This is an optimization exercise on Yosys and OpenROAD, whose aim is small area, not a production implementation. In this exercise RTL edits were held to simulation tests only and were not proved equivalent to the original. Power and IR drop assume default switching activity.

## flow/run.sh

```bash
#!/bin/bash
# synth_recipe.tcl (not shown) runs the flow's synth.tcl, then flattens the netlist and writes it again
# the make line also repeats each setting of config.mk as NAME=value (left out here)
make -C /OpenROAD-flow-scripts/flow DESIGN_CONFIG=/design/flow/config.mk WORK_HOME=/design/flow/orfs CLKGATE_MAP_FILE= SYNTH_SCRIPT=/design/flow/synth_recipe.tcl finish
```

## flow/config.mk

```make
export PLATFORM = sky130hd
export DESIGN_NAME = Reg_File16b
export DESIGN_NICKNAME = Reg_File16b
export VERILOG_FILES = /design/flow/design.v
export SDC_FILE = /design/flow/constraint.sdc
export NUM_CORES = 4
export LEC_CHECK = 0
export CAP_MARGIN = 20
export CORE_MARGIN = 2
export CORE_UTILIZATION = 70
export SLEW_MARGIN = 20
```

## flow/design.v

```verilog
`timescale 1ns / 1ps
module D_FF(Clk  , reset, D    , Q);
    input D, Clk, reset;
    output reg Q;
    always @(posedge Clk or negedge reset)
        if (~reset)
            begin
                Q <= 1'b0;
            end 
        else
            begin
                Q <= D;
            end
endmodule 
`timescale 1ns / 1ps
module Register16b(Clk  ,     reset,      In,Out);
    input [15:0] In;
    input Clk, reset;
    output [15:0] Out;
    D_FF    DFF [15:0] (Clk  , reset, In    , Out);
endmodule
`timescale 1ns / 1ps
module Decoder_3to8(E     ,X        ,Z);
    input E;
    input [2:0] X;
    output [7:0] Z;
    and A0(Z[0],E,~X[2],~X[1],~X[0]);
    and A1(Z[1],E,~X[2],~X[1], X[0]);
    and A2(Z[2],E,~X[2], X[1],~X[0]);
    and A3(Z[3],E,~X[2], X[1], X[0]);
    and A4(Z[4],E, X[2],~X[1],~X[0]);
    and A5(Z[5],E, X[2],~X[1], X[0]);
    and A6(Z[6],E, X[2], X[1],~X[0]);
    and A7(Z[7],E, X[2], X[1], X[0]);
endmodule
`timescale 1ns / 1ps
module Decoder_4to16(E,X,Z);
    input E;
    input [3:0] X;
    output [15:0] Z;  
    not(X3not,X[3]);
    and(E1,X3not,E);
    and(E2,X[3],E);
    Decoder_3to8        DEC1        (E1     ,X[2:0]        ,Z[7:0]);
    Decoder_3to8        DEC2        (E2      ,X[2:0]        ,Z[15:8]);
endmodule
`timescale 1ns / 1ps
module Mux16bit_2to1(E     ,   S  , X1   , X0   , Z);
    input E, S;
    input [15:0] X1;
    input [15:0] X0;
    output [15:0] Z;
    wire Snot; 
    wire [15:0] A1;
    wire [15:0] A2; 
    not            n1(Snot,S);
    genvar i;
    generate
        for (i = 0; i < 16; i = i + 1) begin : bit_slice
            and a2  (A2[i],E,Snot,X0[i]);
            and a1  (A1[i],E,S,X1[i]);
            or  o1  (Z[i], A1[i], A2[i]);
        end
    endgenerate
endmodule
`timescale 1ns / 1ps
module Mux16bit_8to1(E     ,   S  , X0,X1,X2,X3,X4,X5,X6,X7, Z);
    input E;
    input [2:0] S;
    input [15:0] X0,X1,X2,X3,X4,X5,X6,X7;
    output [15:0] Z;
    wire [15:0] Z0,Z1, Z2, Z3, Z4,Z5;
    Mux16bit_2to1       MUX4        (E     ,   S[0]  , X1   , X0   , Z0); 
    Mux16bit_2to1       MUX3        (E     ,   S[0]  , X3   , X2   , Z1);
    Mux16bit_2to1       MUX2        (E     ,   S[0]  , X5   , X4   , Z2);     
    Mux16bit_2to1       MUX1        (E     ,   S[0]  , X7   , X6   , Z3);
    Mux16bit_2to1       MUX6        (E     ,   S[1]  , Z1   , Z0   , Z4);
    Mux16bit_2to1       MUX5        (E     ,   S[1]  , Z3   , Z2   , Z5);
    Mux16bit_2to1       MUX7        (E     ,   S[2]  , Z5   , Z4   , Z);        
endmodule
`timescale 1ns / 1ps
module Mux16bit_16to1(E,S,X0,X1,X2,X3,X4,X5,X6,X7,X8,X9,X10,X11,X12,X13,X14,X15,Z);
    input E;
    input [3:0] S;
    input [15:0] X0,X1,X2,X3,X4,X5,X6,X7,X8,X9,X10,X11,X12,X13,X14,X15;
    output [15:0] Z;
    wire [15:0] Z1, Z2;
    Mux16bit_8to1       MUX1        (E,S[2:0],X0,X1,X2,X3,X4,X5,X6,X7,Z1);
    Mux16bit_8to1       MUX2        (E,S[2:0],X8,X9,X10,X11,X12,X13,X14,X15,Z2);
    Mux16bit_2to1       MUX3        (E     ,   S[3]  ,  Z2  , Z1   , Z);    
endmodule
`timescale 1ns / 1ps
module Reg_File16b(A,B,C,Aaddr,Baddr,Caddr,Load,Clear,Clk);
    output [15:0] A,B;
    input [15:0] C;
    input [3:0] Aaddr,Baddr,Caddr;
    input Load,Clear,Clk;
    reg  [15:0] valid;
    wire [15:0] we = Load ? (16'h0001 << Caddr) : 16'h0000;
    always @(posedge Clk or negedge Clear)
        if (~Clear) valid <= 16'h0000;
        else        valid <= valid | we;
    wire [15:0] asel = valid & (16'h0001 << Aaddr);
    wire [15:0] bsel = valid & (16'h0001 << Baddr);
    wire [255:0] q;
    genvar i;
    generate
        for (i = 0; i < 16; i = i + 1) begin : r
            reg [15:0] d;
            always @(posedge Clk)
                d <= we[i] ? C : (d & {16{valid[i]}});
            assign q[16*i +: 16] = d;
        end
    endgenerate
    integer k;
    reg [15:0] a_r, b_r;
    always @* begin
        a_r = 16'h0000;
        b_r = 16'h0000;
        for (k = 0; k < 16; k = k + 1) begin
            a_r = a_r | ({16{asel[k]}} & q[16*k +: 16]);
            b_r = b_r | ({16{bsel[k]}} & q[16*k +: 16]);
        end
    end
    assign A = a_r;
    assign B = b_r;
endmodule
```

## flow/constraint.sdc

```tcl
create_clock -name core_clock -period 5.0 [get_ports {Clk}]
set_input_delay 1.0000 -clock core_clock [delete_from_list [all_inputs] [get_ports {Clk}]]
set_output_delay 1.0000 -clock core_clock [all_outputs]
set_load 0.01 [all_outputs]
```

==> results.ini, run 1 <==
[status]
status = finished clean

[clocking]
cts_setup_buffers = 0
cts_buffers = 27
clkLatencyLatePin_ns = 0.55
cts.hold.buffers_added = 0
clockBufferDepth = 3
htreeDepth = 1
tritoncts = yes
clk_pin_slew_ns = 0.06
cts_resized = 0
clkSinkCount = 272
cts-root-buf = clkbuf_16

[detailed_routing]
ant_nets = 0
dr.pass1.iters = 14
vias = 13843
drcViolationCount = 0
drtIter0Drc = 2844
avgViaCountPerCell = 7.199
wl_mm = 50.71
wl_per_cell_um = 26.37

[pwr]
p_seq_share_pct = 48.3
power_frac_comb_pct = 10.6
peakVddDrop_mv = 0.3341
internal_power_uw = 3867
p_leak_uw = 0.004615
p_per_area_nw_per_um2 = 383.9
power_frac_clock_pct = 41.0
p_sw_share_pct = 28.17
p_sw_uw = 1517

[cells_and_area]
regArea_um2 = 5525
fin_nets = 1708
layout.cells.non_filler = 1923
utilization_pct = 81.08
drive_gt1_share_pct = 8.132
multi_input_area_um2 = 6167
area_growth_pct = 12.89
nFillCells = 1222

[logic_synthesis]
yosysWarningCount = 1
netlist_area_um2 = 12420
synth_edf_count = 0
synth.distinct_cells = 33
synth-main-ff-cell = dfxtp_1
yosysSeqAreaShare_pct = 44.48
syn_inst = 1701
async_flop_share_pct = 5.882
synth_area_per_cell_um2 = 7.303
synth_fp_nets = 1732
ys_ff_latch = 272

[flow_run]
max_cap_viol_count = 0

[timing]
rsz0062_at_grt = false
setup_tns_ns = 0
slew_headroom_pct = 16.66
setup_ws_ns = 0.1730
hold_viol_final = 0
worst_slew_pin_slew_ns = 1.250
slew_viol_final = 0
timing.fmax_ghz = 0.2072
clock_skew_ns = 0.01180
period_minus_slack_ns = 4.827
setup_violations = 0
period_share_pct = 96.54

[worst_setup_path]
cp.required_ns = 4.00
cp-start-kind = input pin
cp.arrival_ns = 3.83
cp_max_fo = 16
crit_type = input pin to output pin
worstSetupEndpointType = output pin

[floorplan]
die_h_um = 137.2
rows = 48
core_area_um2 = 17300
start_util_pct = 71.82
die_x_um = 137.2
io_pins = 63
die-area_um2 = 18830

[global_routing]
grt_start_max_net_pins = 34
antenna_found_initial = 2
grt_first_pass_wirelength_mm = 74.18
grt_pass1_vias = 13056
grt_overflow = 0
grt_use_total_pct = 53.50

[place]
io_buffers = 62
gp_congestion = 1.048
post-place-ws_ns = 0.3693
dp_hpwl_mm = 30.76
dp_cells = 1873

[hold_path]
hold_path_class = flip-flop to flip-flop

==> per-stage QoR <==
step                      hold slack, ns  power (uW)  instance area, um2
after floorplan                   0.4585        2846               12420
after global placement            0.4803        3122               13050
after detailed placement          0.4929        3141               13050
after CTS                         0.5025        5287               14010
after global routing              0.5157        5449               14020
final                             0.4967        5384               14020
==> cell families (layout without fill, tap and decap cells) <==
group,count (synthesis),after routing,share of synthesized area (%)
simple gates,735,735,25.48
mux,1,1,0.1813
compound gates,517,517,23.48
other cells,0,1,0
flops,272,272,44.48
buf+inv,176,172,6.376
==> power groups by stage <==
stage	Clock (uW)	Combinational [uW]	Sequential (uW)
2_1_floorplan	0	429	2420
3_3_place_gp	0	517	2600
3_5_place_dp	0	533	2610
4_1_cts	2180	539	2570
5_1_grt	2260	599	2590
6_report	2210	573	2600
==> worst max-delay path: stages <==
cell	delay [ns]
clkdlybuf4s50_1	0.66
buf_4	0.26
nand4bb_1	0.42
buf_12	0.33
o22ai_1	0.13
a21oi_1	0.06
o2111ai_1	0.09
clkdlybuf4s50_1	0.86
==> per-layer routing <==
metal,vias to the layer above,routed length (um),GRT usage (%)
met5,-,0,0.8333
met4,0,4687,37.86
met3,461,9665,24.25
met2,1446,19430,73.55
met1,6029,16920,66.07
li1,5907,-,-
==> sequential cells by signal, indices dropped and copies added, names as in the netlist <==
signal	cells
r.d	256
valid	16
==> synthesized netlist by cell type, types with 2 or more instances <==
cell | count | area [um2]
o21ai_0 | 260 | 1301
nand2_1 | 516 | 1937
nor3_1 | 4 | 20.02
nand3_1 | 25 | 125.1
nor2_1 | 94 | 352.8
buf_2 | 45 | 225.2
nor4_1 | 21 | 131.4
inv_1 | 2 | 7.510
or4_1 | 2 | 15.01
o21ai_1 | 4 | 20.02
dfrtp_1 | 16 | 400.4
buf_6 | 10 | 112.6
a32oi_1 | 4 | 35.03
nand3b_1 | 5 | 37.54
nand4bb_1 | 12 | 135.1
nand2b_1 | 2 | 12.51
nor2b_1 | 2 | 12.51
dfxtp_1 | 256 | 5125
nand4b_1 | 9 | 78.83
clkbuf_1 | 119 | 446.7
or2_2 | 16 | 100.1
o22ai_1 | 243 | 1520
or4b_1 | 8 | 80.08
a21oi_1 | 3 | 15.01
nand4_1 | 15 | 93.84
==> cells in the final DEF, fill, tap and decap left out, types with 7 or more instances in the layout <==
cell type / n
nand2_1: 516
o21ai_0: 260
dfxtp_1: 256
o22ai_1: 243
nor2_1: 82
clkdlybuf4s50_1: 62
buf_4: 58
clkbuf_16: 27
nand3_1: 25
nor4_1: 21
or2_2: 16
dfrtp_1: 16
nand4_1: 15
nand4bb_1: 12
nor2_2: 11
nand4b_1: 9
or4b_1: 8
clkinv_2: 7
==> final timing paths <==
| kind | from | endpoint | slack [ns] | cells past startpoint |
|---|---|---|---|---|
| worst max register to register | valid[10] | r[10].d[4] | 3.17 | 2 |
| worst min-delay path | r[7].d[15] | r[7].d[15] | 0.50 | 2 |
| min in group asynchronous | Clear | valid[4] | 0.90 | 1 |
| worst max-delay path | Aaddr[0] | A[15] | 0.17 | 8 |
| worst min register to register | r[7].d[15] | r[7].d[15] | 0.50 | 2 |
| max in group asynchronous | Clear | valid[6] | 3.64 | 1 |
==> final cells by class <==
| cell class | instances | share of cell area [%] |
|---|---|---|
| Timing Repair Buffer | 121 | 7.673 |
| Antenna cell | 1 | 0.01784 |
| Tap cell | 225 | 2.008 |
| Clock inverter | 13 | 1.383 |
| Inverter | 2 | 0.05353 |
| Sequential cell | 272 | 39.40 |
| Multi-Input combinational cell | 1253 | 43.98 |
| Clock buffer | 36 | 5.487 |
==> inputs of run 2 (changes only) <==
--- a/flow/config.mk
+++ b/flow/config.mk
@@ -8,4 +8,4 @@
 export CAP_MARGIN = 20
 export CORE_MARGIN = 2
-export CORE_UTILIZATION = 70
+export CORE_UTILIZATION = 40
 export SLEW_MARGIN = 20
==> results.ini, run 2 <==
[worst_setup_path]
crit_family = buffers and inverters
critPathSlowestCell = clkdlybuf4s50_1
cp.required_ns = 4.00  ; about the same
r2r_slack_ns = 3.24  ; +0.07 ns
cp.arrival_ns = 3.74  ; -0.09 ns
cp_max_fo = 13  ; -3
worstPathCellList = clkdlybuf4s50_1 > nand4b_1 > buf_4 > o22ai_1 > nor2_1 > nand4_1 > clkdlybuf4s50_1
cp-start-kind = input pin
crit_type = input pin to output pin
cpPeakStageDelay_ns = 0.73  ; -0.13 ns
reg2reg_to = r[14].d[2]
worstSetupEndpointType = output pin
rr_worst_depth = 2  ; unchanged
critPathBufInv = 3  ; -1
rr_startpoint = valid[14]
timing.critical_path.mode_cell = clkdlybuf4s50_1

[cells_and_area]
n_antenna_cell = 0  ; -1
nFillCells = 3084  ; +150%
largest_reg_flops = 256  ; unchanged
multi_input_area_um2 = 6156  ; -0.18%
layout.cells.non_filler = 2103  ; +9.4%
mostFrequentLayoutCells = nand2_1 (516), o21ai_0 (260), dfxtp_1 (256), o22ai_1 (243), nor2_1 (82)
fin_nets = 1717  ; +0.53%
top_regs = r.d (256), valid (16)
drive_gt1_share_pct = 8.436  ; +0.30 points
final_common_cell = nand2_1
regMostFlops = r.d
regArea_um2 = 5525  ; unchanged
area_growth_pct = 14.75

[timing]
worst_slew_pin_slew_ns = 1.168  ; -0.08240 ns
clock_skew_ns = 0.007028  ; -0.004772 ns
setup_tns_ns = 0  ; unchanged
slew_viol_final = 0  ; unchanged
rsz0062_at_grt = false
setup_violations = 0  ; unchanged
slew_headroom_pct = 22.15  ; +5.5 points
period_share_pct = 94.77  ; -1.8 points
hold_viol_final = 0  ; unchanged
period_minus_slack_ns = 4.739  ; -0.08840 ns
timing.fmax_ghz = 0.2110  ; +1.9%

[place]
io_buffers = 62  ; unchanged
dp_hpwl_mm = 32.83  ; +6.7%
dp_cells = 2051  ; +9.5%
gp_congestion = 0.9859  ; -5.9%

[flow_run]
max_cap_viol_count = 0  ; unchanged

[pwr]
p_leak_uw = 0.004629  ; +0.31%
power_frac_comb_pct = 11.4  ; +0.8 points
peakVddDrop_mv = 0.2699  ; -19%
p_seq_share_pct = 47.9  ; -0.4 points
p_sw_uw = 1523  ; +0.39%
p_per_area_nw_per_um2 = 373.4  ; -2.7%
power_frac_clock_pct = 40.6  ; -0.4 points
p_sw_share_pct = 28.60  ; +0.44 points
internal_power_uw = 3800  ; -1.7%

[floorplan]
die-area_um2 = 32480  ; +73%
io_pins = 63  ; unchanged
start_util_pct = 40.61  ; -31 points
die_h_um = 180.2  ; +31%
core_area_um2 = 30590  ; +77%
rows = 64  ; +33%
die_x_um = 180.2  ; +31%

[logic_synthesis]
synth_area_per_cell_um2 = 7.303  ; unchanged
synth_top_area_share_pct = 41.26  ; unchanged
post-synth-top-count-cell = nand2_1
synth-main-ff-cell = dfxtp_1
ys_ff_latch = 272  ; unchanged
async_flop_share_pct = 5.882  ; unchanged
yosysWarningCount = 1  ; unchanged
synth_top_cells_by_count = nand2_1 (516), o21ai_0 (260), dfxtp_1 (256)
syn_inst = 1701  ; unchanged
yosys.area.top_type = dfxtp_1
synth_fp_nets = 1732  ; unchanged
synth.distinct_cells = 33  ; unchanged
netlist_area_um2 = 12420  ; unchanged
synth_edf_count = 0  ; unchanged
yosysSeqAreaShare_pct = 44.48  ; unchanged
synthTopCellsByArea = dfxtp_1 (41%), nand2_1 (16%), o22ai_1 (12%)

[clocking]
tritoncts = yes
clkLatencyLatePin_ns = 0.57  ; +0.02 ns
cts_setup_buffers = 0  ; unchanged
clkSinkCount = 272  ; unchanged
clk_pin_slew_ns = 0.06  ; about the same
cts_buffers = 29  ; +7.4%
htreeDepth = 1  ; unchanged
cts_resized = 0  ; unchanged
cts-root-buf = clkbuf_16
cts.hold.buffers_added = 0  ; unchanged
clockBufferDepth = 3  ; unchanged

[hold_path]
min_to = r[7].d[15]
holdPathStages = 2  ; unchanged
hp-start = r[7].d[15]
hold_path_class = flip-flop to flip-flop

[global_routing]
grt_use_total_pct = 30.80  ; -23 points
grt_start_max_net_pins = 34  ; unchanged
antenna_found_initial = 0  ; -2
grt_overflow = 0  ; unchanged
grt_first_pass_wirelength_mm = 75.73  ; +2.1%
grt_pass1_vias = 12039  ; -7.8%

[detailed_routing]
drcViolationCount = 0  ; unchanged
avgViaCountPerCell = 6.188  ; -14%
wl_per_cell_um = 24.68  ; -6.4%
dr.pass1.iters = 7  ; -7
vias = 13014  ; -6.0%
ant_nets = 0  ; unchanged
drtIter0Drc = 1810  ; -36%
wl_mm = 51.90  ; +2.4%

[status]
status = finished clean

==> run 2: cell counts after synthesis <==
Identical to the previous run, type by type.
==> run 2: how the worst max path moves through the flow <==
stage	startpoint	endpoint	slack, ns	cells after the start
3_5_place_dp	Baddr[2]	B[12]	0.42	8
5_1_grt	Baddr[2]	B[12]	0.23	8
4_1_cts	Baddr[2]	B[12]	0.42	8
2_1_floorplan	Baddr[1]	B[10]	1.77	7
3_3_place_gp	Aaddr[0]	A[13]	0.47	7
6_report	Aaddr[1]	A[13]	0.26	7
==> run 2: power groups by stage <==
stage / Combinational [uW] / Sequential, uW / Clock [uW]
2_1_floorplan: 429 / 2420 / 0
3_3_place_gp: 579 / 2580 / 0
3_5_place_dp: 588 / 2580 / 0
4_1_cts: 591 / 2540 / 2180
5_1_grt: 648 / 2560 / 2280
6_report: 609 / 2550 / 2160
==> run 2: worst reg2reg max path: stages, from the launching register on <==
cell and delay (ns):
dfrtp_1 1.12, nand2_1 0.32, o21ai_0 0.25
==> run 2: layout make-up <==
| type | count | share of cell area [%] |
|---|---|---|
| sequential | 272 | 38.76 |
| clock buffer | 42 | 5.855 |
| timing repair buffer | 128 | 7.830 |
| multi-input combinational | 1253 | 43.19 |
| clock inverter | 10 | 0.8339 |
| inverter | 2 | 0.05267 |
| tap | 396 | 3.476 |
==> run 2: kinds of logic (layout without fill, tap and decap cells) <==
kind of cell           Yosys count  after routing  share of synthesized area, %
AOI/OAI and AO/OA              517            517                         23.48
and+or+nand+nor                735            735                         25.48
DFF                            272            272                         44.48
muxes                            1              1                        0.1813
buffers and inverters          176            182                         6.376
==> run 2: stage by stage <==
| step | worst slack (ns) | utilization, % | instance area, um2 | total power (uW) | hold WS (ns) |
|---|---|---|---|---|---|
| floorplan | 1.773 | - | 12420 | 2846 | 0.4585 |
| global placement | 0.4658 | 43.48 | 13300 | 3159 | 0.4811 |
| detailed placement | 0.4236 | 43.48 | 13300 | 3171 | 0.4856 |
| CTS | 0.4153 | 46.60 | 14250 | 5311 | 0.4997 |
| global route | 0.2272 | 46.60 | 14250 | 5481 | 0.5259 |
| finish | 0.2614 | 46.60 | 14250 | 5323 | 0.5022 |
==> run 2: metal layers <==
layer / up-vias / GRT usage (%) / part of all wire, %
li1: 5922 / - / -
met1: 5906 / 41.65 / 40
met2: 989 / 46.05 / 42
met3: 197 / 7.761 / 13
met4: 0 / 14.42 / 5.6
met5: - / 0 / 0
==> inputs of run 3 (changes only) <==
--- a/flow/design.v
+++ b/flow/design.v
@@ -107,21 +107,56 @@
     generate
         for (i = 0; i < 16; i = i + 1) begin : r
-            reg [15:0] d;
+            wire keep = ~we[i] & valid[i];
+            wire [15:0] nd;
+            reg  [15:0] d;
+            genvar k;
+            for (k = 0; k < 16; k = k + 1) begin : b
+                Rf_Ao22 m (we[i], C[k], keep, d[k], nd[k]);
+            end
             always @(posedge Clk)
-                d <= we[i] ? C : (d & {16{valid[i]}});
+                d <= nd;
             assign q[16*i +: 16] = d;
         end
+        for (i = 0; i < 16; i = i + 1) begin : rd
+            wire [15:0] col;
+            genvar k;
+            for (k = 0; k < 16; k = k + 1) begin : c
+                assign col[k] = q[16*k + i];
+            end
+            Rf_Read16 ra (.s(asel), .d(col), .y(A[i]));
+            Rf_Read16 rb (.s(bsel), .d(col), .y(B[i]));
+        end
     endgenerate
-    integer k;
-    reg [15:0] a_r, b_r;
-    always @* begin
-        a_r = 16'h0000;
-        b_r = 16'h0000;
-        for (k = 0; k < 16; k = k + 1) begin
-            a_r = a_r | ({16{asel[k]}} & q[16*k +: 16]);
-            b_r = b_r | ({16{bsel[k]}} & q[16*k +: 16]);
-        end
-    end
-    assign A = a_r;
-    assign B = b_r;
 endmodule
+module Rf_Read16(s, d, y);
+    input [15:0] s, d;
+    output y;
+    wire [5:0] t;
+    Rf_Aoi222 g0 (s[0],  d[0],  s[1],  d[1],  s[2],  d[2],  t[0]);
+    Rf_Aoi222 g1 (s[3],  d[3],  s[4],  d[4],  s[5],  d[5],  t[1]);
+    Rf_Aoi222 g2 (s[6],  d[6],  s[7],  d[7],  s[8],  d[8],  t[2]);
+    Rf_Aoi222 g3 (s[9],  d[9],  s[10], d[10], s[11], d[11], t[3]);
+    Rf_Aoi222 g4 (s[12], d[12], s[13], d[13], s[14], d[14], t[4]);
+    Rf_Nand2  g5 (s[15], d[15], t[5]);
+    Rf_Nand6  g6 (t, y);
+endmodule
+module Rf_Aoi222(a1, a2, b1, b2, c1, c2, y);
+    input a1, a2, b1, b2, c1, c2;
+    output y;
+    assign y = ~((a1 & a2) | (b1 & b2) | (c1 & c2));
+endmodule
+module Rf_Ao22(a1, a2, b1, b2, y);
+    input a1, a2, b1, b2;
+    output y;
+    assign y = (a1 & a2) | (b1 & b2);
+endmodule
+module Rf_Nand2(a, b, y);
+    input a, b;
+    output y;
+    assign y = ~(a & b);
+endmodule
+module Rf_Nand6(t, y);
+    input [5:0] t;
+    output y;
+    assign y = ~(&t);
+endmodule
==> flow/flow/run.sh (new file) <==
#!/bin/bash
# Standard layout, logged.
bash standard.sh > standard.log 2>&1
==> flow/standard.sh (new file) <==
#!/bin/bash
# synth_recipe.tcl (not shown) runs the flow's synth.tcl, then flattens the netlist and writes it again
# the make line also repeats each setting of config.mk as NAME=value (left out here)
make -C /OpenROAD-flow-scripts/flow DESIGN_CONFIG=/design/flow/config.mk WORK_HOME=/design/flow/orfs CLKGATE_MAP_FILE= SYNTH_SCRIPT=/design/flow/synth_recipe.tcl "${@:-finish}"
--- a/flow/config.mk
+++ b/flow/config.mk
@@ -10,2 +10,3 @@
 export CORE_UTILIZATION = 40
 export SLEW_MARGIN = 20
+export SYNTH_HIERARCHICAL = 1
removed: flow/run.sh
==> results.ini, run 3 <==
[logic_synthesis]
yosysSeqAreaShare_pct = 51.57  ; +7.1 points
synth-main-ff-cell = dfxtp_1
yosys.area.top_type = dfxtp_1
synthAdderAreaFrac_pct = 0  ; unchanged
synth.distinct_cells = 33  ; unchanged
syn_inst = 906  ; -47%
synth_compound_area_share_pct = 38.16  ; +15 points
ys_ff_latch = 272  ; unchanged
yosysWarningCount = 7  ; +6
synth_fp_nets = 937  ; -46%
yosys.area_share.xor_xnor_pct = 0  ; unchanged
synth_top_area_share_pct = 47.83  ; +6.6 points
async_flop_share_pct = 5.882  ; unchanged
synth_simple_gate_area_share_pct = 9.705  ; -16 points
netlist_area_um2 = 10710  ; -14%
synth_mux_area_share_pct = 0  ; -0.18 points
synth_top_cells_by_count = a22o_1 (256), dfxtp_1 (256), a222oi_1 (160)
synth_area_per_cell_um2 = 11.83  ; +62%
synth_edf_count = 0  ; unchanged
synth_top_family_by_area = compound AO/OA/AOI/OAI gates
synthTopCellsByArea = dfxtp_1 (48%), a22o_1 (21%), a222oi_1 (15%)

[timing]
clock_skew_ns = 0.01730  ; +0.01028 ns
slew_headroom_pct = 34.63  ; +12 points
setup_violations = 0  ; unchanged
setup_ws_ns = 0.2593  ; -0.002061 ns
hold_viol_final = 0  ; unchanged
slew_viol_final = 0  ; unchanged
rsz0062_at_grt = false
worst_slew_pin_slew_ns = 0.9805  ; -0.1872 ns
period_minus_slack_ns = 4.741  ; +0.002061 ns
timing.fmax_ghz = 0.2109  ; about the same
period_share_pct = 94.81  ; about the same
setup_tns_ns = 0  ; unchanged

[global_routing]
grt_pass1_vias = 9208  ; -24%
grt_first_pass_wirelength_mm = 58.04  ; -23%
antenna_found_initial = 0  ; unchanged
grt_use_total_pct = 26.09  ; -4.7 points
grt_start_max_net_pins = 17  ; -50%
grt_overflow = 0  ; unchanged

[clocking]
cts_buffers = 28  ; -3.4%
tritoncts = yes
cts.hold.buffers_added = 0  ; unchanged
clockBufferDepth = 3  ; unchanged
htreeDepth = 1  ; unchanged
cts_setup_buffers = 0  ; unchanged
clk_pin_slew_ns = 0.07  ; about the same
clkLatencyLatePin_ns = 0.56  ; about the same
cts_resized = 0  ; unchanged
clkSinkCount = 272  ; unchanged
cts-root-buf = clkbuf_16

[place]
dp_hpwl_mm = 25.76  ; -22%
post-place-ws_ns = 0.3127  ; -0.1109 ns
io_buffers = 62  ; unchanged
gp_congestion = 0.9082  ; -7.9%

[hold_path]
min_to = r[1].d[4]
hold_path_class = flip-flop to flip-flop
holdPathStages = 1  ; -1
hp-start = r[1].d[4]

[pwr]
peakVddDrop_mv = 0.2389  ; -11%
p_per_area_nw_per_um2 = 412.3  ; +10%
p_leak_uw = 0.004751  ; +2.6%

[detailed_routing]
drtIter0Drc = 1916  ; +5.9%
dr.pass1.iters = 9  ; +2
avgViaCountPerCell = 7.149  ; +16%
ant_nets = 0  ; unchanged
wl_mm = 38.05  ; -27%
drcViolationCount = 0  ; unchanged
wl_per_cell_um = 27.59  ; +12%
vias = 9858  ; -24%

[worst_setup_path]
rr_startpoint = valid[3]
cp.arrival_ns = 3.74  ; about the same
cp_max_fo = 16  ; +3
worstSetupEndpointType = output pin
reg2reg_to = r[3].d[7]
crit_type = input pin to output pin
rr_worst_depth = 2  ; unchanged
r2r_slack_ns = 3.42  ; +0.18 ns
cp-start-kind = input pin
cp.required_ns = 4.00  ; about the same

[cells_and_area]
mostFrequentLayoutCells = a22o_1 (256), dfxtp_1 (256), a222oi_1 (160), clkdlybuf4s50_1 (62)
largest_reg_flops = 256  ; unchanged
fin_nets = 1053  ; -39%
top_regs = r.d (256), valid (16)
drive_gt1_share_pct = 8.429  ; about the same
regMostFlops = r.d
area_growth_pct = 20.53
n_antenna_cell = 0  ; unchanged

[flow_run]
max_cap_viol_count = 0  ; unchanged

[floorplan]
start_util_pct = 40.88  ; +0.27 points
die-area_um2 = 28110  ; -13%
rows = 59  ; -7.8%
core_area_um2 = 26210  ; -14%
die_x_um = 167.7  ; -7.0%
die_h_um = 167.7  ; -7.0%
io_pins = 63  ; unchanged

[status]
status = finished clean

==> run 3: changes by cell type in the layout (fill, tap and decap cells not counted), moves of 15 or more <==
cell	delta
nor4_1	-21
and4_1	+34
and3_1	+26
or2_2	-16
o22ai_1	-243
a222oi_1	+160
o21ai_0	-260
nor2_1	-67
buf_4	-34
nand4_1	-15
a22o_1	+256
nand2_1	-482
==> run 3: kinds of logic after synthesis <==
family,count (synthesis)
buf+inv,10
compound gates,448
simple gates,176
flops,272
==> run 3: worst max-delay path by stage <==
stage	from	to	slack, ns	depth (start not counted)
2_1_floorplan	Aaddr[2]	A[0]	1.32	4
4_1_cts	Aaddr[3]	A[14]	0.30	7
5_1_grt	Aaddr[3]	A[9]	0.06	7
3_5_place_dp	Aaddr[3]	A[14]	0.31	7
3_3_place_gp	Aaddr[1]	A[4]	0.33	6
6_report	Aaddr[3]	A[9]	0.26	7
==> run 3: report_power, final <==
| group | switching (uW) | internal [uW] | total, uW | leakage, uW |
|---|---|---|---|---|
| Sequential | 186 | 2380 | 2560 | 0.00225 |
| Clock | 902 | 1240 | 2140 | 0.000446 |
| Combinational | 357 | 262 | 619 | 0.00206 |
==> run 3: layout make-up <==
cell class | count | area (um2)
Inverter | 2 | 7.507
Multi-Input combinational cell | 624 | 5160
Sequential cell | 272 | 5525
Clock inverter | 13 | 168.9
Fill cell | 2309 | 13290
Tap cell | 335 | 419.2
Clock buffer | 39 | 772.0
Timing Repair Buffer | 94 | 860.8
==> run 3: critical path, cell delays in order <==
cell	delay, ns
clkdlybuf4s50_1	0.56
and3b_1	0.28
and3b_1	0.39
a222oi_1	0.56
and4_1	0.34
nand3_1	0.10
clkdlybuf4s50_1	0.49
==> run 3: layer usage <==
metal / track usage (%) / vias to the layer above / part of all wire, %
met5: 0 / - / 0
li1: - / 4329 / -
met4: 5.860 / 0 / 1.2
met1: 37.94 / 4935 / 46
met2: 39.73 / 553 / 43
met3: 5.602 / 41 / 10
==> run 3: Yosys stat by module, one instance, submodules excluded, a selection <==
module / times used / flip-flops and latches
Reg_File16b: 1 / 272
Rf_Ao22: 256 / 0
Rf_Aoi222: 160 / 0
Rf_Nand2: 32 / 0
Rf_Nand6: 32 / 0
==> run 3: stage by stage <==
stage | area [um2] | util, % | power (uW) | std cells | hold slack, ns
final | 12910 | 49.28 | 5324 | 1379 | 0.4982
after global routing | 12910 | 49.28 | 5493 | 1379 | 0.5095
after CTS | 12910 | 49.27 | 5319 | 1379 | 0.4976
after detailed placement | 11970 | 45.68 | 3202 | 1327 | 0.4768
after global placement | 11970 | 45.67 | 3196 | 1327 | 0.4727
after floorplan | 10710 | - | 2889 | 906 | 0.4482
==> inputs of run 4 (changes only) <==
==> flow/run.sh (new file) <==
#!/bin/bash
# synth_recipe.tcl (not shown) runs the flow's synth.tcl, then flattens the netlist and writes it again
# the make line also repeats each setting of config.mk as NAME=value (left out here)
make -C /OpenROAD-flow-scripts/flow DESIGN_CONFIG=/design/flow/config.mk WORK_HOME=/design/flow/orfs CLKGATE_MAP_FILE= SYNTH_SCRIPT=/design/flow/synth_recipe.tcl finish
removed: flow/flow/run.sh
removed: flow/standard.sh
==> results.ini, run 4 <==
[status]
status = finished clean

[pwr]
p_per_area_nw_per_um2 = 412.3  ; unchanged
power_frac_comb_pct = 11.6  ; about the same
p_leak_uw = 0.004751  ; unchanged
p_sw_share_pct = 27.14  ; unchanged
peakVddDrop_mv = 0.2389  ; unchanged
power_frac_clock_pct = 40.3  ; about the same
p_seq_share_pct = 48.1  ; about the same
internal_power_uw = 3879  ; unchanged
p_sw_uw = 1445  ; unchanged

[logic_synthesis]
synth_edf_count = 0  ; unchanged
synth.distinct_cells = 33  ; unchanged
ys_ff_latch = 272  ; unchanged
synth_area_per_cell_um2 = 11.83  ; unchanged
synth_top_area_share_pct = 47.83  ; unchanged
async_flop_share_pct = 5.882  ; unchanged
yosysWarningCount = 7  ; unchanged
yosys.area.top_type = dfxtp_1
netlist_area_um2 = 10710  ; unchanged
syn_inst = 906  ; unchanged
synth_fp_nets = 937  ; unchanged
synthTopCellsByArea = dfxtp_1 (48%), a22o_1 (21%), a222oi_1 (15%)
synth_top_cells_by_count = a22o_1 (256), dfxtp_1 (256), a222oi_1 (160)
synth-main-ff-cell = dfxtp_1
yosysSeqAreaShare_pct = 51.57  ; unchanged

[floorplan]
die_h_um = 167.7  ; unchanged
start_util_pct = 40.88  ; unchanged
die_x_um = 167.7  ; unchanged
io_pins = 63  ; unchanged
die-area_um2 = 28110  ; unchanged
rows = 59  ; unchanged
core_area_um2 = 26210  ; unchanged

[detailed_routing]
drcViolationCount = 0  ; unchanged
ant_nets = 0  ; unchanged
avgViaCountPerCell = 7.149  ; unchanged
wl_mm = 38.05  ; unchanged
dr.pass1.iters = 9  ; unchanged
drtIter0Drc = 1916  ; unchanged
vias = 9858  ; unchanged
wl_per_cell_um = 27.59  ; unchanged

[global_routing]
grt_use_total_pct = 26.09  ; unchanged
grt_first_pass_wirelength_mm = 58.04  ; unchanged
grt_pass1_vias = 9208  ; unchanged
antenna_found_initial = 0  ; unchanged
grt_overflow = 0  ; unchanged
grt_start_max_net_pins = 17  ; unchanged

[clocking]
cts_buffers = 28  ; unchanged
cts_setup_buffers = 0  ; unchanged
cts-root-buf = clkbuf_16
clockBufferDepth = 3  ; unchanged
clkSinkCount = 272  ; unchanged
tritoncts = yes
clkLatencyLatePin_ns = 0.56  ; about the same
cts_resized = 0  ; unchanged
cts.hold.buffers_added = 0  ; unchanged
htreeDepth = 1  ; unchanged
clk_pin_slew_ns = 0.07  ; about the same

[place]
dp_hpwl_mm = 25.76  ; unchanged
io_buffers = 62  ; unchanged
post-place-ws_ns = 0.3127  ; unchanged
gp_congestion = 0.9082  ; unchanged
placed_area_um2 = 11970  ; unchanged

[cells_and_area]
regMostFlops = r.d
fin_nets = 1053  ; unchanged
stdcell_area_um2 = 12910  ; unchanged
top_regs = r.d (256), valid (16)
mostFrequentLayoutCells = a22o_1 (256), dfxtp_1 (256), a222oi_1 (160), clkdlybuf4s50_1 (62)
n_antenna_cell = 0  ; unchanged
largest_reg_flops = 256  ; unchanged
drive_gt1_share_pct = 8.429  ; unchanged
area_growth_pct = 20.53  ; unchanged
nFillCells = 2309  ; unchanged

[worst_setup_path]
cp.required_ns = 4.00  ; about the same
crit_type = input pin to output pin
cp_max_fo = 16  ; unchanged
cp-start-kind = input pin
cp.arrival_ns = 3.74  ; about the same
r2r_slack_ns = 3.42  ; about the same
worstSetupEndpointType = output pin

[timing]
slew_headroom_pct = 34.63  ; unchanged
period_minus_slack_ns = 4.741  ; unchanged
worst_slew_pin_slew_ns = 0.9805  ; unchanged
slew_viol_final = 0  ; unchanged
clock_skew_ns = 0.01730  ; unchanged
rsz0062_at_grt = false
setup_violations = 0  ; unchanged
setup_tns_ns = 0  ; unchanged
hold_viol_final = 0  ; unchanged
setup_ws_ns = 0.2593  ; unchanged
period_share_pct = 94.81  ; unchanged
timing.fmax_ghz = 0.2109  ; unchanged

[hold_path]
hold_path_class = flip-flop to flip-flop

[flow_run]
max_cap_viol_count = 0  ; unchanged

-- run 4: worst paths after layout --
check                             to  cells after the start  startpoint
setup / recovery                A[9]                      7    Aaddr[3]
hold / removal             r[1].d[4]                      1   r[1].d[4]
setup reg to reg           r[3].d[7]                      2    valid[3]
hold reg to reg            r[1].d[4]                      1   r[1].d[4]
max in group asynchronous   valid[3]                      1       Clear
min in group asynchronous  valid[13]                      1       Clear
-- run 4: per-module statistics from Yosys (local to each module, per instance), excerpt --
module       flip-flops and latches  cells
Reg_File16b                     272    394
Rf_Ao22                           0      1
Rf_Aoi222                         0      1
Rf_Nand2                          0      1
Rf_Nand6                          0      2
-- run 4: power by group through the flow --
stage          combinational (uW)  sequential [uW]  clock (uW)
6_report                      619             2560        2140
2_1_floorplan                 354             2530           0
5_1_grt                       662             2580        2250
3_5_place_dp                  608             2590           0
3_3_place_gp                  599             2600           0
4_1_cts                       610             2550        2160
-- run 4: metal layers --
metal | track usage [%] | vias up | share of wire, %
met1 | 37.94 | 4935 | 46
met5 | 0 | - | 0
met2 | 39.73 | 553 | 43
met4 | 5.860 | 0 | 1.2
met3 | 5.602 | 41 | 10
li1 | - | 4329 | -
-- run 4: cells by family (layout without fill, tap and decap cells) --
group	Yosys count	count (layout)	share of synthesized area, %
AND/OR/NAND/NOR	176	176	9.705
buffers and inverters	10	148	0.5605
AO/OA/AOI/OAI	448	448	38.16
flip-flops	272	272	51.57
-- run 4: layout make-up --
class,count,area [um2],share of cell area [%]
tap,335,419.2,3.246
inverter,2,7.507,0.05813
clock buffer,39,772.0,5.978
clock inverter,13,168.9,1.308
sequential,272,5525,42.79
timing repair buffer,94,860.8,6.666
multi-input combinational,624,5160,39.96
-- run 4: metrics by stage --
step / util [%] / hold WS (ns) / cells / total power, uW
5_1_grt: 49.28 / 0.5095 / 1379 / 5493
3_3_place_gp: 45.67 / 0.4727 / 1327 / 3196
4_1_cts: 49.27 / 0.4976 / 1379 / 5319
2_1_floorplan: - / 0.4482 / 906 / 2889
6_report: 49.28 / 0.4982 / 1379 / 5324
3_5_place_dp: 45.68 / 0.4768 / 1327 / 3202
-- run 4: worst max-delay path, stage by stage --
cell and delay [ns]:
clkdlybuf4s50_1 0.56, and3b_1 0.28, and3b_1 0.39, a222oi_1 0.56, and4_1 0.34, nand3_1 0.10
clkdlybuf4s50_1 0.49
==> inputs of run 5 (changes only) <==
--- a/flow/config.mk
+++ b/flow/config.mk
@@ -9,4 +9,6 @@
 export CORE_MARGIN = 2
 export CORE_UTILIZATION = 40
+export CTS_BUF_LIST = sky130_fd_sc_hd__clkbuf_4
+export CTS_CLUSTER_SIZE = 20
 export SLEW_MARGIN = 20
 export SYNTH_HIERARCHICAL = 1
==> results.ini, run 5 <==
[status]
status = finished clean

[flow_run]
max_cap_viol_count = 0  ; unchanged

[logic_synthesis]
synthTopCellsByArea = dfxtp_1 (48%), a22o_1 (21%), a222oi_1 (15%)
syn_inst = 906  ; unchanged
synth_top_cells_by_count = a22o_1 (256), dfxtp_1 (256), a222oi_1 (160)
async_flop_share_pct = 5.882  ; unchanged
ys_ff_latch = 272  ; unchanged
synth_top_area_share_pct = 47.83  ; unchanged
yosysSeqAreaShare_pct = 51.57  ; unchanged
synth_edf_count = 0  ; unchanged
netlist_area_um2 = 10710  ; unchanged
synth_fp_nets = 937  ; unchanged
synth_area_per_cell_um2 = 11.83  ; unchanged
yosys.area.top_type = dfxtp_1
synth-main-ff-cell = dfxtp_1
synth.distinct_cells = 33  ; unchanged
yosysWarningCount = 7  ; unchanged

[cells_and_area]
nFillCells = 2352  ; +1.9%
utilization_pct = 49.38  ; +0.10 points
area_growth_pct = 20.79
drive_gt1_share_pct = 13.98  ; +5.5 points
largest_reg_flops = 256  ; unchanged
layout.cells.non_filler = 1455  ; +5.5%
fin_nets = 1097  ; +4.2%
stdcell_area_um2 = 12940  ; +0.21%
mostFrequentLayoutCells = a22o_1 (256), dfxtp_1 (256), a222oi_1 (160), clkbuf_4 (101), clkdlybuf4s50_1 (62)
regMostFlops = r.d
top_regs = r.d (256), valid (16)

[clocking]
cts_buffers = 72  ; +160%
cts_setup_buffers = 0  ; unchanged
tritoncts = yes
cts-root-buf = clkbuf_4
clk_pin_slew_ns = 0.07  ; about the same
clockBufferDepth = 3  ; unchanged
clkLatencyLatePin_ns = 0.69  ; +0.13 ns
cts_resized = 0  ; unchanged
htreeDepth = 3  ; +2
clkSinkCount = 272  ; unchanged
cts.hold.buffers_added = 0  ; unchanged

[timing]
timing.fmax_ghz = 0.2090  ; -0.91%
rsz0062_at_grt = false
clock_skew_ns = 0.04261  ; +0.02531 ns
setup_violations = 0  ; unchanged
slew_headroom_pct = 35.88  ; +1.3 points
period_share_pct = 95.68  ; +0.87 points
setup_tns_ns = 0  ; unchanged
worst_slew_pin_slew_ns = 0.9617  ; -0.01875 ns
period_minus_slack_ns = 4.784  ; +0.04345 ns
hold_viol_final = 0  ; unchanged
slew_viol_final = 0  ; unchanged

[pwr]
p_per_area_nw_per_um2 = 406.4  ; -1.4%
p_leak_uw = 0.004869  ; +2.5%
peakVddDrop_mv = 0.1254  ; -48%
power_uw = 5259  ; -1.2%

[worst_setup_path]
crit_start = Aaddr[3]
reg2reg_to = r[3].d[14]
rr_startpoint = valid[3]
cp.required_ns = 4.00  ; about the same
crit_type = input pin to output pin
cp.arrival_ns = 3.78  ; +0.04 ns
rr_worst_depth = 2  ; unchanged
cp-start-kind = input pin
r2r_slack_ns = 3.46  ; +0.04 ns
cp_max_fo = 16  ; unchanged
worstSetupEndpoint = A[14]
worstSetupEndpointType = output pin

[hold_path]
hp-start = r[1].d[4]
hold_path_class = flip-flop to flip-flop

[detailed_routing]
dr.pass1.iters = 15  ; +6
wl_per_cell_um = 26.46  ; -4.1%
avgViaCountPerCell = 6.954  ; -2.7%
drcViolationCount = 0  ; unchanged
wl_mm = 38.50  ; +1.2%
vias = 10118  ; +2.6%
drtIter0Drc = 1828  ; -4.6%
ant_nets = 0  ; unchanged

[global_routing]
grt_overflow = 0  ; unchanged
grt_start_max_net_pins = 17  ; unchanged
grt_pass1_vias = 9662  ; +4.9%
antenna_found_initial = 1  ; +1
grt_first_pass_wirelength_mm = 58.71  ; +1.2%
grt_use_total_pct = 26.62  ; +0.53 points

[floorplan]
die-area_um2 = 28110  ; unchanged
die_x_um = 167.7  ; unchanged
rows = 59  ; unchanged
io_pins = 63  ; unchanged
start_util_pct = 40.88  ; unchanged
core_area_um2 = 26210  ; unchanged
die_h_um = 167.7  ; unchanged

[place]
dp_hpwl_mm = 25.76  ; unchanged
io_buffers = 62  ; unchanged
dp_cells = 1327  ; unchanged
gp_congestion = 0.9082  ; unchanged
placed_area_um2 = 11970  ; unchanged

run 5: where the power goes:
part           internal [uW]  leakage (uW)  switching (uW)
clock network           1140      0.000564             937
registers               2380       0.00225             186
logic                    262       0.00206             358
total                   3780       0.00487            1480
run 5: final cells by class:
class / count / area, um2 / share of cell area (%)
diodes: 4 / 10.01 / 0.07735
clock buffers: 101 / 758.2 / 5.859
clock inverters: 23 / 200.2 / 1.547
inverters: 2 / 7.507 / 0.05801
multi-input cells: 624 / 5160 / 39.87
flip-flops and latches: 272 / 5525 / 42.70
well taps: 335 / 419.2 / 3.239
repair buffers: 94 / 860.8 / 6.652
run 5: logic make-up (layout without fill, tap and decap cells):
logic type | count (synthesis) | after routing | share of synthesized area, %
flops | 272 | 272 | 51.57
other cells | 0 | 4 | 0
buf+inv | 10 | 220 | 0.5605
simple gates | 176 | 176 | 9.705
compound gates | 448 | 448 | 38.16
run 5: metrics by stage:
stage	setup WS (ns)	hold slack (ns)
6_report	0.2159	0.4999
5_1_grt	0.07068	0.5101
4_1_cts	0.3042	0.4988
3_5_place_dp	0.3127	0.4768
3_3_place_gp	0.3259	0.4727
2_1_floorplan	1.316	0.4482
run 5: per-module statistics from Yosys (local to each module, per instance), excerpt:
module | times used | cells
Rf_Nand2 | 32 | 1
Rf_Nand6 | 32 | 2
Rf_Aoi222 | 160 | 1
Rf_Ao22 | 256 | 1
Reg_File16b | 1 | 394
run 5: layer usage:
layer	wire length, um	GRT usage, %	vias to the layer above
met5	0	0	-
met4	667	8.809	0
met3	3986	6.854	64
met2	16480	39.80	610
met1	17370	37.48	4986
li1	-	-	4458
run 5: worst max-delay path, stage by stage:
cell	delay [ns]
clkdlybuf4s50_1	0.65
nor2b_1	0.28
and3_1	0.64
a222oi_1	0.25
and4_1	0.25
nand3_1	0.14
clkdlybuf4s50_1	0.57
run 5: worst min path at each step:
stage                  to  depth (start not counted)  slack (ns)
2_1_floorplan    valid[0]                          1        0.45
3_3_place_gp    r[9].d[9]                          1        0.47
3_5_place_dp    r[1].d[4]                          1        0.48
4_1_cts        r[9].d[11]                          1        0.50
5_1_grt        r[9].d[11]                          1        0.51
6_report        r[1].d[4]                          1        0.50
==> inputs of run 6 (changes only) <==
==> flow/flow/run.sh (new file) <==
#!/bin/bash
# The standard layout (the standard.sh, unchanged synthesis), with two
# changes: port buffers use the smallest buffer, and the clock tree uses
# clkbuf_4 without dummy balancing loads. ORFS writes each step's full log
# under orfs/logs/; make's own output goes to standard.log.
set -uo pipefail
bash standard.sh \
  'BUFFER_PORTS_ARGS=-buffer_cell sky130_fd_sc_hd__buf_1' \
  'CTS_ARGS=-sink_clustering_enable -repair_clock_nets -buf_list sky130_fd_sc_hd__clkbuf_4 -dont_use_dummy_load' \
  finish > standard.log 2>&1
==> flow/standard.sh (new file) <==
#!/bin/bash
# synth_recipe.tcl (not shown) runs the flow's synth.tcl, then flattens the netlist and writes it again
# the make line also repeats each setting of config.mk as NAME=value (left out here)
make -C /OpenROAD-flow-scripts/flow DESIGN_CONFIG=/design/flow/config.mk WORK_HOME=/design/flow/orfs CLKGATE_MAP_FILE= SYNTH_SCRIPT=/design/flow/synth_recipe.tcl "${@:-finish}"
--- a/flow/config.mk
+++ b/flow/config.mk
@@ -9,6 +9,4 @@
 export CORE_MARGIN = 2
 export CORE_UTILIZATION = 40
-export CTS_BUF_LIST = sky130_fd_sc_hd__clkbuf_4
-export CTS_CLUSTER_SIZE = 20
 export SLEW_MARGIN = 20
 export SYNTH_HIERARCHICAL = 1
removed: flow/run.sh
==> results.ini, run 6 <==
[logic_synthesis]
async_flop_share_pct = 5.882  ; unchanged
synthTopCellsByArea = dfxtp_1 (48%), a22o_1 (21%), a222oi_1 (15%)
yosysSeqAreaShare_pct = 51.57  ; unchanged
netlist_area_um2 = 10710  ; unchanged
yosysWarningCount = 7  ; unchanged
syn_inst = 906  ; unchanged
synth_edf_count = 0  ; unchanged
synth-main-ff-cell = dfxtp_1
synth.distinct_cells = 33  ; unchanged
synth_top_area_share_pct = 47.83  ; unchanged
ys_ff_latch = 272  ; unchanged
synth_fp_nets = 937  ; unchanged
yosys.area.top_type = dfxtp_1
synth_area_per_cell_um2 = 11.83  ; unchanged
synth_top_cells_by_count = a22o_1 (256), dfxtp_1 (256), a222oi_1 (160)

[clocking]
clkSinkCount = 272  ; unchanged
clockBufferDepth = 3  ; unchanged
clkLatencyLatePin_ns = 0.67  ; -0.02 ns
cts_resized = 0  ; unchanged
htreeDepth = 3  ; unchanged
cts.hold.buffers_added = 0  ; unchanged
cts_buffers = 72  ; unchanged
clk_pin_slew_ns = 0.06  ; about the same
tritoncts = yes
cts_setup_buffers = 0  ; unchanged
cts-root-buf = clkbuf_4

[cells_and_area]
mostFrequentLayoutCells = a22o_1 (256), dfxtp_1 (256), a222oi_1 (160), clkbuf_4 (72), buf_1 (62)
drive_gt1_share_pct = 9.674  ; -4.3 points
top_regs = r.d (256), valid (16)
largest_reg_flops = 256  ; unchanged
area_growth_pct = 11.94
layout.cells.non_filler = 1381  ; -5.1%
regMostFlops = r.d
fin_nets = 1077  ; -1.8%

[timing]
slew_headroom_pct = 31.40  ; -4.5 points
rsz0062_at_grt = false
hold_viol_final = 0  ; unchanged
worst_slew_pin_slew_ns = 1.029  ; +0.06724 ns
setup_violations = 0  ; unchanged
setup_tns_ns = 0  ; unchanged
period_minus_slack_ns = 4.084  ; -0.7002 ns
clock_skew_ns = 0.03862  ; -0.003991 ns
slew_viol_final = 0  ; unchanged
timing.fmax_ghz = 0.2449  ; +17%
period_share_pct = 81.68  ; -14 points

[detailed_routing]
drtIter0Drc = 2333  ; +28%
wl_met1_mm = 16.31  ; -6.1%
top_layer = met4
dr.pass1.iters = 10  ; -5
wl_per_cell_um = 27.83  ; +5.2%
avgViaCountPerCell = 7.343  ; +5.6%
vias = 10140  ; +0.22%
ant_nets = 0  ; unchanged
wl_mm = 38.44  ; -0.17%
dr_wl_met3_mm = 4.900  ; +23%
drcViolationCount = 0  ; unchanged
wl_met2_mm = 16.37  ; -0.66%

[worst_setup_path]
worstSetupEndpoint = A[10]
rr_worst_depth = 2  ; unchanged
rr_startpoint = valid[2]
worstSetupEndpointType = output pin
crit_type = input pin to output pin
crit_start = Aaddr[3]
worstPathCellList = buf_1 > nor2b_1 > and3_1 > a222oi_1 > and4_1 > nand3_1 > buf_1
r2r_slack_ns = 3.47  ; about the same
cpPeakStageDelay_ns = 0.71  ; +0.06 ns
critPathSlowestCell = and3_1
cp.arrival_ns = 3.08  ; -0.70 ns
cp-start-kind = input pin
reg2reg_to = r[2].d[3]
timing.critical_path.mode_cell = buf_1
cp.required_ns = 4.00  ; about the same
cp_max_fo = 16  ; unchanged

[floorplan]
start_util_pct = 40.88  ; unchanged
die-area_um2 = 28110  ; unchanged
io_pins = 63  ; unchanged
rows = 59  ; unchanged
die_h_um = 167.7  ; unchanged
die_x_um = 167.7  ; unchanged
core_area_um2 = 26210  ; unchanged

[pwr]
peakVddDrop_mv = 0.1272  ; +1.5%
p_per_area_nw_per_um2 = 382.2  ; -5.9%
p_leak_uw = 0.004373  ; -10%

[place]
gp_congestion = 0.8846  ; -2.6%
dp_hpwl_mm = 25.68  ; -0.33%
dp_cells = 1307  ; -1.5%
io_buffers = 62  ; unchanged

[global_routing]
antenna_found_initial = 1  ; unchanged
grt_first_pass_wirelength_mm = 57.97  ; -1.3%
grt_use_total_pct = 26.37  ; -0.25 points
grt_overflow = 0  ; unchanged
grt_start_max_net_pins = 17  ; unchanged
grt_pass1_vias = 9329  ; -3.4%

[hold_path]
hold_path_class = input pin to async pin

[flow_run]
max_cap_viol_count = 0  ; unchanged

[status]
status = finished clean

-- run 6: where the power goes --
group          internal, uW  total, uW  switching [uW]
Combinational           208        565             357
Sequential             2380       2560             185
Clock                   655       1460             801
Total                  3240       4580            1340
-- run 6: how the worst min path moves through the flow --
stage	startpoint	to
2_1_floorplan	valid[0]	valid[0]
3_3_place_gp	r[12].d[10]	r[12].d[10]
3_5_place_dp	r[7].d[6]	r[7].d[6]
4_1_cts	Clear	valid[10]
5_1_grt	r[4].d[1]	r[4].d[1]
6_report	Clear	valid[10]
-- run 6: critical path: cells and delay by family --
family / cells / cell delay [ns]
AO/OA/AOI/OAI: 1 / 0.23
buffers and inverters: 2 / 0.47
AND/OR/NAND/NOR: 4 / 1.38
-- run 6: cells by family (layout without fill, tap and decap cells) --
| family | count (synthesis) | count (layout) | synth area share (%) |
|---|---|---|---|
| AND/OR/NAND/NOR | 176 | 176 | 9.705 |
| other | 0 | 2 | 0 |
| buffers and inverters | 10 | 148 | 0.5605 |
| AO/OA/AOI/OAI | 448 | 448 | 38.16 |
| flip-flops | 272 | 272 | 51.57 |
-- run 6: modules after synthesis (local to each module, per instance), excerpt --
module	cells	area, um2
Rf_Aoi222	1	10.01
Rf_Nand6	2	13.76
Rf_Ao22	1	8.758
Reg_File16b	394	6310
Rf_Nand2	1	3.754
-- run 6: area by class of cell --
class / count / area [um2]
Fill cell: 2437 / 14210
Inverter: 2 / 7.507
Antenna cell: 2 / 5.005
Sequential cell: 272 / 5525
Timing Repair Buffer: 74 / 322.8
Tap cell: 335 / 419.2
Clock buffer: 72 / 540.5
Multi-Input combinational cell: 624 / 5172
-- run 6: per-layer routing --
| metal | track usage, % | vias up |
|---|---|---|
| met1 | 37.81 | 4909 |
| met4 | 8.696 | 0 |
| met2 | 38.97 | 765 |
| met5 | 0 | - |
| met3 | 6.287 | 84 |
| li1 | - | 4382 |
-- run 6: metrics by stage --
stage                     hold slack [ns]  util [%]  area [um2]  total power (uW)  worst slack [ns]
after floorplan                    0.4482         -       10710              2889             1.316
after global placement             0.4740     43.63       11430              3137             1.034
after detailed placement           0.4775     43.65       11440              3147             1.010
after CTS                          0.4931     45.72       11980              4597             1.019
after global routing               0.5086     45.76       11990              4798            0.8342
final                              0.4947     45.76       11990              4584            0.9160
==> inputs of run 7 (changes only) <==
==> flow/flow/run.sh (replaced) <==
#!/bin/bash
# The standard layout (the standard.sh, unchanged synthesis), with two
# changes: port buffers use the smallest buffer, and the clock tree uses
# clkbuf_4 in clusters of at most 10 sinks within 40 um, without dummy
# balancing loads. ORFS writes each step's full log under orfs/logs/;
# make's own output goes to standard.log.
set -uo pipefail
bash standard.sh \
  'BUFFER_PORTS_ARGS=-buffer_cell sky130_fd_sc_hd__buf_1' \
  'CTS_ARGS=-sink_clustering_enable -repair_clock_nets -dont_use_dummy_load -buf_list sky130_fd_sc_hd__clkbuf_4 -sink_clustering_size 10 -sink_clustering_max_diameter 40' \
  finish > standard.log 2>&1
--- a/flow/config.mk
+++ b/flow/config.mk
@@ -8,5 +8,5 @@
 export CAP_MARGIN = 20
 export CORE_MARGIN = 2
-export CORE_UTILIZATION = 40
+export CORE_UTILIZATION = 55
 export SLEW_MARGIN = 20
 export SYNTH_HIERARCHICAL = 1
==> results.ini, run 7 <==
[logic_synthesis]
yosysSeqAreaShare_pct = 51.57  ; unchanged
synth_top_area_share_pct = 47.83  ; unchanged
synth_fp_nets = 937  ; unchanged
synth_edf_count = 0  ; unchanged
yosysWarningCount = 7  ; unchanged
yosys.area.top_type = dfxtp_1
syn_inst = 906  ; unchanged
netlist_area_um2 = 10710  ; unchanged
synth_top_cells_by_count = a22o_1 (256), dfxtp_1 (256), a222oi_1 (160)
yosys.area_share.xor_xnor_pct = 0  ; unchanged
synth_mux_area_share_pct = 0  ; unchanged
synth_area_per_cell_um2 = 11.83  ; unchanged
async_flop_share_pct = 5.882  ; unchanged
ys_ff_latch = 272  ; unchanged
synthTopCellsByArea = dfxtp_1 (48%), a22o_1 (21%), a222oi_1 (15%)
synth_top_family_by_area = compound AO/OA/AOI/OAI gates
synthAdderAreaFrac_pct = 0  ; unchanged
synth.distinct_cells = 33  ; unchanged
synth_compound_area_share_pct = 38.16  ; unchanged
synth_simple_gate_area_share_pct = 9.705  ; unchanged
synth-main-ff-cell = dfxtp_1

[clocking]
clkSinkCount = 272  ; unchanged
cts.hold.buffers_added = 0  ; unchanged
cts_setup_buffers = 0  ; unchanged
cts-root-buf = clkbuf_4
htreeDepth = 2  ; -1
clkLatencyLatePin_ns = 0.69  ; +0.02 ns
cts_resized = 0  ; unchanged
clk_pin_slew_ns = 0.11  ; +0.05 ns
cts_buffers = 38  ; -47%
clockBufferDepth = 3  ; unchanged
tritoncts = yes

[cells_and_area]
layout.cells.non_filler = 1285  ; -7.0%
multi_input_area_um2 = 5155  ; -0.34%
fin_nets = 1050  ; -2.5%
top_regs = r.d (256), valid (16)
largest_reg_flops = 256  ; unchanged
regArea_um2 = 5525  ; unchanged
area_growth_pct = 9.086
mostFrequentLayoutCells = a22o_1 (256), dfxtp_1 (256), a222oi_1 (160), buf_1 (62), clkbuf_4 (38)
regMostFlops = r.d
drive_gt1_share_pct = 6.588  ; -3.1 points
nFillCells = 1619  ; -34%

[global_routing]
antenna_found_initial = 3  ; +2
grt_pass1_vias = 9803  ; +5.1%
grt_start_max_net_pins = 17  ; unchanged
grt_overflow = 0  ; unchanged
grt_use_total_pct = 40.72  ; +14 points
grt_first_pass_wirelength_mm = 62.36  ; +7.6%

[pwr]
p_per_area_nw_per_um2 = 364.1  ; -4.7%
p_leak_uw = 0.004255  ; -2.7%
peakVddDrop_mv = 0.1961  ; +54%

[place]
gp_congestion = 0.9735  ; +10%
dp_hpwl_mm = 27.50  ; +7.1%
dp_cells = 1244  ; -4.8%
io_buffers = 62  ; unchanged

[worst_setup_path]
r2r_slack_ns = 3.41  ; -0.06 ns
cp.required_ns = 4.00  ; about the same
worstSetupEndpointType = output pin
reg2reg_to = r[15].d[8]
crit_type = input pin to output pin
rr_startpoint = valid[15]
cp.arrival_ns = 3.40  ; +0.32 ns
rr_worst_depth = 2  ; unchanged
cp-start-kind = input pin
cp_max_fo = 16  ; unchanged

[status]
status = finished clean

[floorplan]
die_h_um = 143.6  ; -14%
start_util_pct = 55.60  ; +15 points
core_area_um2 = 19270  ; -26%
die_x_um = 143.6  ; -14%
io_pins = 63  ; unchanged
rows = 51  ; -14%
die-area_um2 = 20610  ; -27%

[timing]
rsz0062_at_grt = false
period_share_pct = 87.92  ; +6.2 points
setup_tns_ns = 0  ; unchanged
hold_viol_final = 0  ; unchanged
worst_slew_pin_slew_ns = 1.069  ; +0.03954 ns
slew_headroom_pct = 28.77  ; -2.6 points
period_minus_slack_ns = 4.396  ; +0.3123 ns
setup_violations = 0  ; unchanged
timing.fmax_ghz = 0.2275  ; -7.1%
slew_viol_final = 0  ; unchanged
clock_skew_ns = 0.08553  ; +0.04691 ns

[detailed_routing]
ant_nets = 0  ; unchanged
wl_per_cell_um = 33.82  ; +22%
wl_mm = 43.46  ; +13%
dr.pass1.iters = 14  ; +4
vias = 10593  ; +4.5%
avgViaCountPerCell = 8.244  ; +12%
drcViolationCount = 0  ; unchanged
drtIter0Drc = 2391  ; +2.5%

[flow_run]
max_cap_viol_count = 0  ; unchanged

[hold_path]
hold_path_class = input pin to async pin

run 7: cell counts after synthesis:
Identical to the previous run, type by type.
run 7: critical path, cell delays in order:
cell and delay (ns):
buf_1 0.15, nor2b_1 0.38, and3_1 0.87, a222oi_1 0.34, and4_1 0.35, nand3_1 0.12
buf_1 0.18
run 7: area by class of cell:
| class | instances | share of cell area, % |
|---|---|---|
| Clock buffer | 38 | 2.441 |
| Antenna cell | 3 | 0.06423 |
| Inverter | 2 | 0.06423 |
| Sequential cell | 272 | 47.28 |
| Tap cell | 265 | 2.837 |
| Multi-Input combinational cell | 624 | 44.11 |
| Timing Repair Buffer | 81 | 3.212 |
run 7: logic make-up (layout without fill, tap and decap cells):
group | count (synthesis) | count (layout)
AOI/OAI and AO/OA | 448 | 448
DFF | 272 | 272
and+or+nand+nor | 176 | 176
buffers and inverters | 10 | 121
other | 0 | 3
run 7: stage by stage:
stage / util [%] / hold slack, ns / setup WS [ns] / total power [uW] / instance area [um2]
after floorplan: - / 0.4482 / 1.316 / 2889 / 10710
after global placement: 59.13 / 0.4722 / 0.9365 / 3154 / 11390
after detailed placement: 59.13 / 0.4783 / 0.8465 / 3190 / 11390
after CTS: 60.61 / 0.3936 / 0.8165 / 4209 / 11680
after global routing: 60.63 / 0.4491 / 0.6439 / 4382 / 11690
final: 60.65 / 0.4025 / 0.6038 / 4256 / 11690
run 7: report_power, final:
part	internal (uW)	switching [uW]
Combinational	210	410
Clock	351	716
Sequential	2370	195
run 7: worst max-delay path by stage:
stage / end / slack, ns / startpoint / cells past startpoint
final: B[3] / 0.60 / Baddr[1] / 7
after global routing: B[3] / 0.64 / Baddr[1] / 7
after CTS: B[3] / 0.82 / Baddr[1] / 7
after detailed placement: B[3] / 0.85 / Baddr[1] / 7
after global placement: A[13] / 0.94 / Aaddr[3] / 7
after floorplan: A[0] / 1.32 / Aaddr[2] / 4
run 7: layer usage:
layer	wire (um)	global-route usage, %
met1	16610	55.65
met2	18460	60.23
met3	6903	13.93
met4	1482	14.19
met5	0	0
run 7: Yosys stat by module (local to each module, per instance), excerpt:
module / cells / flip-flops and latches
Rf_Nand2: 1 / 0
Reg_File16b: 394 / 272
Rf_Aoi222: 1 / 0
Rf_Ao22: 1 / 0
Rf_Nand6: 2 / 0
==> inputs of run 8 (changes only) <==
--- a/flow/config.mk
+++ b/flow/config.mk
@@ -8,5 +8,5 @@
 export CAP_MARGIN = 20
 export CORE_MARGIN = 2
-export CORE_UTILIZATION = 55
+export CORE_UTILIZATION = 40
 export SLEW_MARGIN = 20
 export SYNTH_HIERARCHICAL = 1
==> results.ini, run 8 <==
[status]
status = finished clean

[timing]
period_minus_slack_ns = 4.090  ; -0.3061 ns
slew_viol_final = 0  ; unchanged
slew_headroom_pct = 30.25  ; +1.5 points
period_share_pct = 81.80  ; -6.1 points
rsz0062_at_grt = false
setup_tns_ns = 0  ; unchanged
setup_violations = 0  ; unchanged
timing.fmax_ghz = 0.2445  ; +7.5%

[logic_synthesis]
synthAdderAreaFrac_pct = 0  ; unchanged
syn_inst = 906  ; unchanged
synth.distinct_cells = 33  ; unchanged
yosysWarningCount = 7  ; unchanged
synth_fp_nets = 937  ; unchanged
synthTopCellsByArea = dfxtp_1 (48%), a22o_1 (21%), a222oi_1 (15%)
synth_top_area_share_pct = 47.83  ; unchanged
async_flop_share_pct = 5.882  ; unchanged
synth_top_family_by_area = compound AO/OA/AOI/OAI gates
netlist_area_um2 = 10710  ; unchanged
synth_simple_gate_area_share_pct = 9.705  ; unchanged
synth_top_cells_by_count = a22o_1 (256), dfxtp_1 (256), a222oi_1 (160)
synth_area_per_cell_um2 = 11.83  ; unchanged
synth_mux_area_share_pct = 0  ; unchanged

[clocking]
cts.hold.buffers_added = 0  ; unchanged
clkSinkCount = 272  ; unchanged
cts_buffers = 40  ; +5.3%
clockBufferDepth = 3  ; unchanged
cts-root-buf = clkbuf_4
htreeDepth = 2  ; unchanged
tritoncts = yes
clkLatencyLatePin_ns = 0.66  ; -0.03 ns
cts_setup_buffers = 0  ; unchanged
cts_resized = 0  ; unchanged

[global_routing]
grt_pass1_vias = 9084  ; -7.3%
grt_first_pass_wirelength_mm = 57.73  ; -7.4%
grt_use_total_pct = 26.15  ; -15 points
antenna_found_initial = 1  ; -2
grt_overflow = 0  ; unchanged

[cells_and_area]
mostFrequentLayoutCells = a22o_1 (256), dfxtp_1 (256), a222oi_1 (160), buf_1 (62), clkbuf_4 (40)
largest_reg_flops = 256  ; unchanged
utilization_pct = 44.85  ; -16 points
drive_gt1_share_pct = 6.818  ; +0.23 points
fin_nets = 1045  ; -0.48%
multi_input_area_um2 = 5172  ; +0.34%
top_regs = r.d (256), valid (16)
nFillCells = 2441  ; +51%

[place]
post-place-ws_ns = 1.010  ; +0.1631 ns
io_buffers = 62  ; unchanged
dp_cells = 1307  ; +5.1%
dp_hpwl_mm = 25.68  ; -6.6%

[detailed_routing]
drcViolationCount = 0  ; unchanged
vias = 9946  ; -6.1%
ant_nets = 0  ; unchanged
drtIter0Drc = 2224  ; -7.0%
wl_mm = 38.21  ; -12%
dr.pass1.iters = 10  ; -4
avgViaCountPerCell = 7.373  ; -11%

[pwr]
peakVddDrop_mv = 0.1164  ; -41%
p_leak_uw = 0.004225  ; -0.71%
p_per_area_nw_per_um2 = 358.5  ; -1.6%
power_uw = 4213  ; -1.0%

[floorplan]
die-area_um2 = 28110  ; +36%
die_x_um = 167.7  ; +17%
die_h_um = 167.7  ; +17%
start_util_pct = 40.88  ; -15 points

[worst_setup_path]
cp.arrival_ns = 3.09  ; -0.31 ns
cp_max_fo = 16  ; unchanged
crit_type = input pin to output pin
cp-start-kind = input pin
cp.required_ns = 4.00  ; about the same

[hold_path]
hold_path_class = input pin to async pin

-- run 8: area by class of cell --
class | instances | share of cell area [%]
well taps | 335 | 3.566
multi-input cells | 624 | 44.01
repair buffers | 74 | 2.747
inverters | 2 | 0.06388
clock buffers | 40 | 2.555
flip-flops and latches | 272 | 47.01
diodes | 2 | 0.04258
-- run 8: logic make-up after synthesis --
group,Yosys count
AOI/OAI and AO/OA,448
buffers and inverters,10
DFF,272
and+or+nand+nor,176
-- run 8: metal layers --
metal	share of wire [%]	vias up	track usage, %	routed length, um
li1	-	4291	-	-
met1	43	4850	37.58	16520
met2	43	733	38.75	16370
met3	12	72	6.121	4529
met4	2.1	0	8.355	790
met5	0	-	0	0
-- run 8: worst paths after layout --
kind	to	start	slack, ns	cells past startpoint
worst min-delay path	valid[14]	Clear	0.49	1
worst min register to register	r[7].d[15]	r[7].d[15]	0.50	1
min in group core_clock	r[7].d[15]	r[7].d[15]	0.50	1
worst max register to register	r[3].d[10]	valid[3]	3.49	2
max in group asynchronous	valid[7]	Clear	3.87	1
worst max-delay path	A[10]	Aaddr[3]	0.91	7
-- run 8: per-stage QoR --
step / area [um2] / hold slack (ns)
3_5_place_dp: 11440 / 0.4775
3_3_place_gp: 11430 / 0.4740
5_1_grt: 11750 / 0.5174
6_report: 11750 / 0.4854
2_1_floorplan: 10710 / 0.4482
4_1_cts: 11740 / 0.4758
-- run 8: power breakdown --
part           leakage [uW]  total [uW]  switching (uW)  internal [uW]
Clock              0.000184        1090             721            369
Combinational       0.00179         564             356            208
Sequential          0.00225        2560             186           2370
Total               0.00423        4210            1260           2950
-- run 8: per-module statistics from Yosys (local to each module, per instance), excerpt --
module       flip-flops and latches  cell area, um2  copies in the design  cells
Rf_Nand6                          0           13.76                    32      2
Rf_Aoi222                         0           10.01                   160      1
Reg_File16b                     272            6310                     1    394
Rf_Ao22                           0           8.758                   256      1
Rf_Nand2                          0           3.754                    32      1
-- run 8: critical path: stages --
cell and delay (ns):
buf_1 0.29, nor2b_1 0.29, and3_1 0.67, a222oi_1 0.27
and4_1 0.27, nand3_1 0.13, buf_1 0.17

Setup slack of run 8, layout unchanged: 0.910 ns with ideal ports, 0.889 ns with driving cells assumed (clock clkbuf_16, inputs buf_2), 0.889 ns with port delays also shifted by the 0.671 ns mid clock arrival.
